From an optimization exercise on the open Yosys and OpenROAD flow, aimed at small area and a short achievable clock period; shortcuts taken in it are not production practice.
At most, simulation tests tie the RTL to the original design; equivalence was not proved.
Power and IR drop assume default switching activity.

Design max_pool_3x3, start of the top module:
module max_pool_3x3 (
    input [31:0] v1,
    input [31:0] v2,
    input [31:0] v3,
    input [31:0] v4,
    input [31:0] v5,
    input [31:0] v6,
    input [31:0] v7,
    input [31:0] v8,
    input [31:0] v9,
    input en, 
    input clk,
    output reg [31:0]selected );
clock: 12.0 ns
lec_check: 0
cap_margin: 20
core_margin: 2
core_utilization: 40
slew_margin: 20
run.sh (not shown) runs the stock make flow with config.mk's settings and CLKGATE_MAP_FILE= SYNTH_SCRIPT=/design/flow/synth_recipe.tcl, a recipe that flattens the netlist after the stock synthesis.
The starting point finished clean.
==> next run, changes <==
==> flow/flow/run.sh (new file) <==
#!/bin/bash
# Standard ORFS layout, with the smallest buffer cell on every port.
set -euo pipefail
export BUFFER_PORTS_ARGS="-buffer_cell sky130_fd_sc_hd__buf_1"
bash standard.sh > standard_flow.log 2>&1
==> flow/standard.sh (new file) <==
#!/bin/bash
# synth_recipe.tcl (not shown) runs the flow's synth.tcl, then flattens the netlist and writes it again
# the make line also repeats each setting of config.mk as NAME=value (left out here)
make -C /OpenROAD-flow-scripts/flow DESIGN_CONFIG=/design/flow/config.mk WORK_HOME=/design/flow/orfs CLKGATE_MAP_FILE= SYNTH_SCRIPT=/design/flow/synth_recipe.tcl "${@:-finish}"
removed: flow/run.sh
- power went down by 8.2%
- die area does not change
- hold slack degrades by 0.39 ns
- synthesized area stays the same
- clock power is about the same
- via count is about the same
- global-route usage went down by 1.5 points
- setup slack improves by 0.15 ns
- non-clock buffer count went up by 1
- final area went down by 15%
- sequential cell count stays the same

Another version of the RTL of max_pool_3x3 (not shown whole).
Size in the first run: roughly 1700 cells after synthesis, about 31 flip-flops, ~320 I/O pins, ~0.0094 sq mm of cells after synthesis.
==> flow/config.mk <==
export PLATFORM = sky130hd
export DESIGN_NAME = max_pool_3x3
export DESIGN_NICKNAME = max_pool_3x3
export VERILOG_FILES = /design/flow/design.v
export SDC_FILE = /design/flow/constraint.sdc
export NUM_CORES = 4
export LEC_CHECK = 0
export CAP_MARGIN = 20
export CORE_MARGIN = 2
export CORE_UTILIZATION = 40
export SLEW_MARGIN = 20
==> flow/constraint.sdc <==
create_clock -name core_clock -period 12.0 [get_ports {clk}]
set_input_delay 2.4000 -clock core_clock [delete_from_list [all_inputs] [get_ports {clk}]]
set_output_delay 2.4000 -clock core_clock [all_outputs]
set_load 0.01 [all_outputs]
standard.sh (not shown) runs the stock make flow with config.mk's settings and CLKGATE_MAP_FILE= SYNTH_SCRIPT=/design/flow/synth_recipe.tcl, a recipe that flattens the netlist after the stock synthesis.
==> flow/flow/run.sh <==
#!/bin/bash
# The standard layout, with two changes: ABC maps the logic with flow/map.abc
# (delay-targeted mapping) and every port gets the smallest buffer cell.
set -euo pipefail
here=$(pwd)
export BUFFER_PORTS_ARGS="-buffer_cell sky130_fd_sc_hd__buf_1"
export SETUP_SLACK_MARGIN=5.25
export FLOW_ABC_SCRIPT=$here/flow/map.abc
sed "s|SYNTH_SCRIPT=[^ ]*|SYNTH_SCRIPT=$here/flow/synth.tcl|" standard.sh > flow_standard.sh
bash flow_standard.sh > standard_flow.log 2>&1
==> flow/flow/map.abc <==
strash
dch
map -D 2500
buffer
upsize -D 2500
dnsize -D 2500
==> flow/flow/synth.tcl <==
# The standard synthesis script, with ABC's mapping script replaced by flow/map.abc
proc synth {args} { yosys synth -nofsm -noshare {*}$args }
proc abc {args} {
  set i [lsearch -exact $args -script]
  if { $i >= 0 } { lset args [expr {$i + 1}] $::env(FLOW_ABC_SCRIPT) }
  yosys abc {*}$args
}
source $::env(SCRIPTS_DIR)/synth.tcl
# left out here: clear keep_hierarchy, flatten, clean up, hide names made inside functions, write 1_2_yosys.v
Change:
--- a/flow/flow/run.sh
+++ b/flow/flow/run.sh
@@ -6,3 +6,3 @@
 export BUFFER_PORTS_ARGS="-buffer_cell sky130_fd_sc_hd__buf_1"
-export SETUP_SLACK_MARGIN=5.25
+export SETUP_SLACK_MARGIN=5.75
 export FLOW_ABC_SCRIPT=$here/flow/map.abc
Sequential share of layout area decreases by 0.47 points.
Non-clock buffer count increases by 43.
Hold slack got worse by 0.0033 ns.
Final area increases by roughly a tenth.
Change:
--- a/flow/flow/run.sh
+++ b/flow/flow/run.sh
@@ -6,3 +6,3 @@
 export BUFFER_PORTS_ARGS="-buffer_cell sky130_fd_sc_hd__buf_1"
-export SETUP_SLACK_MARGIN=5.75
+export SETUP_SLACK_MARGIN=6
 export FLOW_ABC_SCRIPT=$here/flow/map.abc
The changed run finished with timing, DRC and antenna clean.
Routed wire length rose by a little under a tenth.
Hold slack gets worse by 0.0064 ns.
Utilization climbs by 5.5 points.
Cell area increases by roughly a tenth.
Fmax hardly moves.
Synthesized cell count stays the same.
Cell count rose by a few percent.
Power grows by roughly a tenth.

Setup of v6:
The RTL this note starts from:
==> flow/design.v <==
module max_c #(parameter W = 32) (
    input  [W-1:0] a,
    input  [W-1:0] b,
    output         gt);
    localparam L = $clog2(W);
    wire [2*W-2:0] g;
    wire [2*W-2:0] p;
    assign g[W-1:0] = a & ~b;
    assign p[W-1:0] = a | ~b;
    genvar l, i;
    generate
        for (l = 0; l < L; l = l + 1) begin : lvl
            localparam N   = W >> l;               
            localparam IN  = 2*W - 2*N;            
            localparam OUT = 2*W - N;              
            for (i = 0; i < N/2; i = i + 1) begin : node
                assign g[OUT+i] = g[IN+2*i+1] | (p[IN+2*i+1] & g[IN+2*i]);
                assign p[OUT+i] = p[IN+2*i+1] & p[IN+2*i];
            end
        end
    endgenerate
    assign gt = g[2*W-2];
endmodule
module max_relu (
    input  [31:0] a,
    input  [31:0] b,
    input  [31:0] c,
    output        sa,
    output        sb,
    output        sc);
    wire ab, ac, bc;
    max_c #(32) cab ({~a[31], a[30:0]}, {~b[31], b[30:0]}, ab);
    max_c #(32) cac ({~a[31], a[30:0]}, {~c[31], c[30:0]}, ac);
    max_c #(32) cbc ({~b[31], b[30:0]}, {~c[31], c[30:0]}, bc);
    assign sa = ab & ac;
    assign sb = ~ab & bc;
    assign sc = ~ac & ~bc;
endmodule
module max_pool_3x3 (
    input [31:0] v1,
    input [31:0] v2,
    input [31:0] v3,
    input [31:0] v4,
    input [31:0] v5,
    input [31:0] v6,
    input [31:0] v7,
    input [31:0] v8,
    input [31:0] v9,
    input en,
    input clk,
    output [31:0] selected);
    wire s1, s2, s3, s4, s5, s6, s7, s8, s9;
    max_relu g0 (v1, v2, v3, s1, s2, s3);
    max_relu g1 (v4, v5, v6, s4, s5, s6);
    max_relu g2 (v7, v8, v9, s7, s8, s9);
    wire [31:0] m0 = ({32{s1}} & v1) | ({32{s2}} & v2) | ({32{s3}} & v3);
    wire [31:0] m1 = ({32{s4}} & v4) | ({32{s5}} & v5) | ({32{s6}} & v6);
    wire [31:0] m2 = ({32{s7}} & v7) | ({32{s8}} & v8) | ({32{s9}} & v9);
    wire t0, t1, t2;
    max_relu gf (m0, m1, m2, t0, t1, t2);
    wire u0 = t0 & ~m0[31];
    wire u1 = t1 & ~m1[31];
    wire u2 = t2 & ~m2[31];
    wire [30:0] mx = ({31{u0}} & m0[30:0]) | ({31{u1}} & m1[30:0]) | ({31{u2}} & m2[30:0]);
    reg [30:0] q;
    always @(posedge clk)
        if (en) q <= mx;
    assign selected = {1'b0, q};
endmodule
Settings: LEC_CHECK=0, CAP_MARGIN=20, CORE_MARGIN=2, CORE_UTILIZATION=40, SLEW_MARGIN=20; clock period 12.0 ns.
==> flow/flow/run.sh <==
#!/bin/bash
# The standard layout, with two changes: ABC maps the logic with flow/map.abc
# (delay-targeted mapping) and every port gets the smallest buffer cell.
set -euo pipefail
here=$(pwd)
export BUFFER_PORTS_ARGS="-buffer_cell sky130_fd_sc_hd__buf_1"
export SETUP_SLACK_MARGIN=6.5
export FLOW_ABC_SCRIPT=$here/flow/map.abc
sed "s|SYNTH_SCRIPT=[^ ]*|SYNTH_SCRIPT=$here/flow/synth.tcl|" standard.sh > flow_standard.sh
bash flow_standard.sh > standard_flow.log 2>&1
Scripts as last shown in full above: flow/flow/map.abc, flow/flow/synth.tcl
Modified inputs, v7 compared to v6
==> flow/flow/run.sh <==
#!/bin/bash
# Standard ORFS layout, with the smallest buffer cell on every port.
set -euo pipefail
export BUFFER_PORTS_ARGS="-buffer_cell sky130_fd_sc_hd__buf_1"
bash standard.sh > standard_flow.log 2>&1
removed: flow/flow/map.abc
removed: flow/flow/synth.tcl
Findings:
- Each of the runs, namely v6 and v7, reached the end of the flow and came out clean.
- Number of instances in the placed design shrinks by more than 10% when moving from v6 to v7.
- v7 reports a lower area of the multi-input gates than v6 does.
- v6 → v7: required time of the critical path went up 0.09 ns, worst setup slack dropped 2.31 ns, compound-cell area share of the yosys netlist moved up.
- Pin count of the biggest net entering global routing for v7: 11 up relative to v6
- v7: total nets after synthesis lower than v6
- In the tables for v6 and v7, synthesized cell count reads lower with v7.
No functional check of the RTL was part of any run of this note.

RTL: the design.v shown in full above, as it stands there.
export LEC_CHECK = 0
export CAP_MARGIN = 20
export CORE_MARGIN = 2
export CORE_UTILIZATION = 40
export SETUP_SLACK_MARGIN = 5
export SLEW_MARGIN = 20
create_clock -name core_clock -period 12.0 [get_ports {clk}]
==> flow/flow/run.sh <==
#!/bin/bash
# The standard layout, with two changes: ABC maps the logic with flow/map.abc
# (delay-targeted mapping) and every port gets the smallest buffer cell.
set -euo pipefail
here=$(pwd)
export BUFFER_PORTS_ARGS="-buffer_cell sky130_fd_sc_hd__buf_1"
export FLOW_ABC_SCRIPT=$here/flow/map.abc
sed "s|SYNTH_SCRIPT=[^ ]*|SYNTH_SCRIPT=$here/flow/synth.tcl|" standard.sh > flow_standard.sh
bash flow_standard.sh > standard_flow.log 2>&1
==> flow/flow/map.abc <==
strash
dch
map -D 2500
buffer
upsize -D 2500
dnsize -D 2500
==> flow/flow/synth.tcl <==
# The standard synthesis script, with ABC's mapping script replaced by flow/map.abc
proc synth {args} { yosys synth -nofsm -noshare {*}$args }
proc abc {args} {
  set i [lsearch -exact $args -script]
  if { $i >= 0 } { lset args [expr {$i + 1}] $::env(FLOW_ABC_SCRIPT) }
  yosys abc {*}$args
}
source $::env(SCRIPTS_DIR)/synth.tcl
# left out here: clear keep_hierarchy, flatten, clean up, hide names made inside functions, write 1_2_yosys.v
The baseline produced a clean layout.
Next try:
==> flow/flow/run.sh (replaced) <==
#!/bin/bash
# Standard ORFS layout, with the smallest buffer cell on every port.
set -euo pipefail
export BUFFER_PORTS_ARGS="-buffer_cell sky130_fd_sc_hd__buf_1"
bash standard.sh > standard_flow.log 2>&1
removed: flow/flow/map.abc
removed: flow/flow/synth.tcl
Outcome:
- first-iteration DRC count rose by 20%
- critical path depth fell by 3
- global-route usage fell by 1.2 points
- cell area rose by 15%
- combinational power rose by about 8%
- non-clock buffer count rose by 140
Function was not checked in any run of this note: the RTL went through the layout flow alone.

-- afterwards: timing with drivers on the ports --
The flow's constraints put no driver on any port. The routed layouts listed below were extracted and timed again, unchanged, in two steps. Step 1 sets driving cells, clkbuf_16 on the clock port and buf_2 on the other inputs (assumed; they add their load-dependent delay and slew). Step 2 also shifts input and output timing later by t, the mid clock arrival at the registers, as if the neighbouring blocks saw the same clock. Slacks: no drivers / after step 1 / after step 2; pairs: no drivers / after step 1.
run	t (ns)	slack for setup (ns)	cell pins on the clock port's net
the first run of note 1	0.316	0.497 / 0.501 / 0.185	1
the second run of note 1	0.326	0.648 / 0.649 / 0.323	1
the first run of note 2	0.321	5.561 / 5.576 / 5.256	1
the second run of note 2	0.324	5.886 / 5.902 / 5.578	1
the third run of note 2	0.336	5.883 / 5.904 / 5.569	1
v6	0.327	5.833 / 5.844 / 5.517	1
v7	0.322	3.522 / 3.539 / 3.217	1
the first run of note 4	0.318	5.246 / 5.212 / 4.894	1
the second run of note 4	0.324	4.897 / 4.912 / 4.588	1
After both steps every run listed still meets setup and hold. For the first run of note 4, which loses most, drivers alone change the setup slack by -0.034 ns; drivers and shift together by -0.352 ns.
